Source: an optimization exercise on an open RTL-to-GDS flow (aim: small area). Production flows keep margins and buffers that such runs may drop.
The RTL was checked by simulation tests, not by an equivalence proof against the original design.
Power is estimated from default activity; no workload was simulated.

Design text_driver_80x60, start of the top module:
module text_driver_80x60 (
  input CLK_50MHz,
  input RESET,
  input [7:0] CHAR,
  input WE,
  output [12:0] DISP_ADDR,  
  output [7:0] DISP_DATA,
  output DISP_WE
  );
clock: 10.0 ns
lec_check: 0
abc_area: 1
cap_margin: 10
core_margin: 2
core_utilization: 50
slew_margin: 10
synth_memory_max_bits: 16384
standard.sh (not shown) runs the stock make flow with config.mk's settings and CLKGATE_MAP_FILE= SYNTH_SCRIPT=/design/flow/synth_recipe.tcl, a recipe that flattens the netlist after the stock synthesis.
==> flow/flow/run.sh <==
#!/bin/bash
# The standard layout with these changes:
#  - synthesis maps the logic with an area-oriented ABC script
#    (flow/abc_area.script) in place of ORFS's, and leaves adders to ABC
#    (no ADDER_MAP_FILE) instead of mapping them to full/half-adder cells;
#  - clock tree synthesis uses clkbuf_8 for the leaf clusters, clkbuf_16
#    above them, and inserts no dummy loads;
#  - every input and output port is buffered with buf_1 (the standard flow
#    picks a larger buffer).
set -euo pipefail
rm -rf scripts_area
cp -r "$FLOW_HOME/scripts" scripts_area
cp flow/abc_area.script scripts_area/abc_area.script
bash standard.sh SCRIPTS_DIR="$PWD/scripts_area" ADDER_MAP_FILE= synth > synth.log 2>&1
CTS="-sink_clustering_enable -repair_clock_nets -sink_clustering_size 18 -sink_clustering_max_diameter 50"
CTS="$CTS -buf_list {sky130_fd_sc_hd__clkbuf_16 sky130_fd_sc_hd__clkbuf_8} -root_buf sky130_fd_sc_hd__clkbuf_16"
CTS="$CTS -sink_clustering_buffer sky130_fd_sc_hd__clkbuf_8 -dont_use_dummy_load"
bash standard.sh CTS_ARGS="$CTS" \
  BUFFER_PORTS_ARGS="-inputs -outputs -buffer_cell sky130_fd_sc_hd__buf_1" > layout.log 2>&1
==> flow/flow/abc_area.script <==
&get -n
&st
&deepsyn -T 30
&dch -f
&nf -a
&st
&deepsyn -T 30
&dch -f
&nf -a
&put
topo
The starting point finished with timing, DRC and antenna clean.
==> next run, changes <==
--- a/flow/flow/run.sh
+++ b/flow/flow/run.sh
@@ -15 +15 @@
-CTS="-sink_clustering_enable -repair_clock_nets -sink_clustering_size 18 -sink_clustering_max_diameter 50"
+CTS="-sink_clustering_enable -repair_clock_nets -sink_clustering_size 16 -sink_clustering_max_diameter 45"
Settings changed: CORE_UTILIZATION 50 to 55.
Result:
- die area went down by 8.9%
- area after synthesis does not change
- critical path depth is unchanged
- clock skew drops by 0.020 ns
- sequential power stays flat
- wire length came out lower by about 3%
- hold slack is worse by 0.0031 ns
- global-route usage goes up by 2.4 points
- combinational power stays flat
- clock power increases by about 8%
- synthesized cell count stays the same
==> next run, changes <==
--- a/flow/flow/run.sh
+++ b/flow/flow/run.sh
@@ -15 +15 @@
-CTS="-sink_clustering_enable -repair_clock_nets -sink_clustering_size 16 -sink_clustering_max_diameter 45"
+CTS="-sink_clustering_enable -repair_clock_nets -sink_clustering_size 17 -sink_clustering_max_diameter 50"
Settings changed: CORE_UTILIZATION 55 to 50.
Result: Wire length increases by 3.1%; sequential share of layout area increases by 0.15 points; flip-flop and latch count does not change; total power shrinks by 2.4%; global-route usage went down by 2.3 points; count of clock-buffer cells in the layout fell by 8; core utilization decreases by 6.0 points; non-clock buffer count shrinks by 10.
==> next run, changes <==
==> flow/flow/run.sh (replaced) <==
#!/bin/bash
# The standard layout with these changes:
#  - synthesis maps the logic with an area-oriented ABC script
#    (flow/abc_area.script) in place of ORFS's, and leaves adders to ABC
#    (no ADDER_MAP_FILE) instead of mapping them to full/half-adder cells;
#  - clock tree synthesis clusters up to 20 flip-flops per clkbuf_16 and
#    inserts no dummy loads.
set -euo pipefail
rm -rf scripts_area
cp -r "$FLOW_HOME/scripts" scripts_area
cp flow/abc_area.script scripts_area/abc_area.script
bash standard.sh SCRIPTS_DIR="$PWD/scripts_area" ADDER_MAP_FILE= synth > synth.log 2>&1
CTS="-sink_clustering_enable -repair_clock_nets -sink_clustering_size 20 -sink_clustering_max_diameter 60"
CTS="$CTS -buf_list {sky130_fd_sc_hd__clkbuf_16} -dont_use_dummy_load"
bash standard.sh CTS_ARGS="$CTS" > layout.log 2>&1
Settings changed: CORE_UTILIZATION 50 to 45, CTS_BUF_LIST set to sky130_fd_sc_hd__clkbuf_8 sky130_fd_sc_hd__clkbuf_4, CTS_CLUSTER_DIAMETER set to 60, CTS_CLUSTER_SIZE set to 30.
Outcome: Register-to-register slack loses 0.04 ns; wire length increases slightly; setup slack got worse by 0.044 ns; total power increases by a little under a tenth; worst hold slack hardly moves; die area climbs by roughly a tenth; clock-buffer cell count drops by 6; area after synthesis does not change; via count goes down slightly; global-route usage drops by 3.4 points.
==> next run, changes <==
--- a/flow/flow/run.sh
+++ b/flow/flow/run.sh
@@ -6,2 +6,4 @@
-#  - clock tree synthesis clusters up to 20 flip-flops per clkbuf_16 and
-#    inserts no dummy loads.
+#  - clock tree synthesis uses clkbuf_8 for the leaf clusters, clkbuf_16
+#    above them, and inserts no dummy loads;
+#  - every input and output port is buffered with buf_1 (the standard flow
+#    picks a larger buffer).
@@ -13,3 +15,5 @@
-CTS="-sink_clustering_enable -repair_clock_nets -sink_clustering_size 20 -sink_clustering_max_diameter 60"
-CTS="$CTS -buf_list {sky130_fd_sc_hd__clkbuf_16} -dont_use_dummy_load"
-bash standard.sh CTS_ARGS="$CTS" > layout.log 2>&1
+CTS="-sink_clustering_enable -repair_clock_nets -sink_clustering_size 18 -sink_clustering_max_diameter 50"
+CTS="$CTS -buf_list {sky130_fd_sc_hd__clkbuf_16 sky130_fd_sc_hd__clkbuf_8} -root_buf sky130_fd_sc_hd__clkbuf_16"
+CTS="$CTS -sink_clustering_buffer sky130_fd_sc_hd__clkbuf_8 -dont_use_dummy_load"
+bash standard.sh CTS_ARGS="$CTS" \
+  BUFFER_PORTS_ARGS="-inputs -outputs -buffer_cell sky130_fd_sc_hd__buf_1" > layout.log 2>&1
Settings changed: CORE_UTILIZATION 45 to 50, CTS_BUF_LIST sky130_fd_sc_hd__clkbuf_8 sky130_fd_sc_hd__clkbuf_4 to not set, CTS_CLUSTER_DIAMETER 60 to not set, CTS_CLUSTER_SIZE 30 to not set, PLACE_DENSITY set to 0.7.
Wire length climbs by 0.32%.
Cell area falls by 1.7%.
Sequential power barely changes.
Critical path depth falls by 1.
Combinational power shrinks by about 4%.
Total power is lower by 7.0%.
Core utilization rose by 5.1 points.

## what the ideal ports hide
In the flow no input, the clock included, has a driving cell. The finished layouts below were timed again as built, in two steps.
Step 1 sets driving cells, clkbuf_16 on the clock port and buf_2 on the other inputs (assumed; they add their load-dependent delay and slew).
Step 2 times the ports against the registers' clock, not the clock port: input delays grow and output delays shrink by t, the midpoint of the rising clock arrivals with the driver on.
a / b / c = no drivers / after step 1 / after step 2; a / b = the first two.
run | t, ns | slack for setup (ns) | hold WS [ns] | cell pins on the clock port's net
the first run | 0.596 | 2.259 / 2.259 / 2.259 | 0.491 / 0.491 / 0.491 | 1
the second run | 0.635 | 1.873 / 1.873 / 1.873 | 0.487 / 0.487 / 0.487 | 1
the third run | 0.600 | 2.255 / 2.255 / 2.255 | 0.490 / 0.490 / 0.490 | 1
the fourth run | 0.627 | 2.211 / 2.211 / 2.211 | 0.488 / 0.488 / 0.488 | 1
the fifth run | 0.618 | 1.645 / 1.645 / 1.645 | 0.489 / 0.489 / 0.489 | 1
After both steps setup and hold are still met in every run listed.
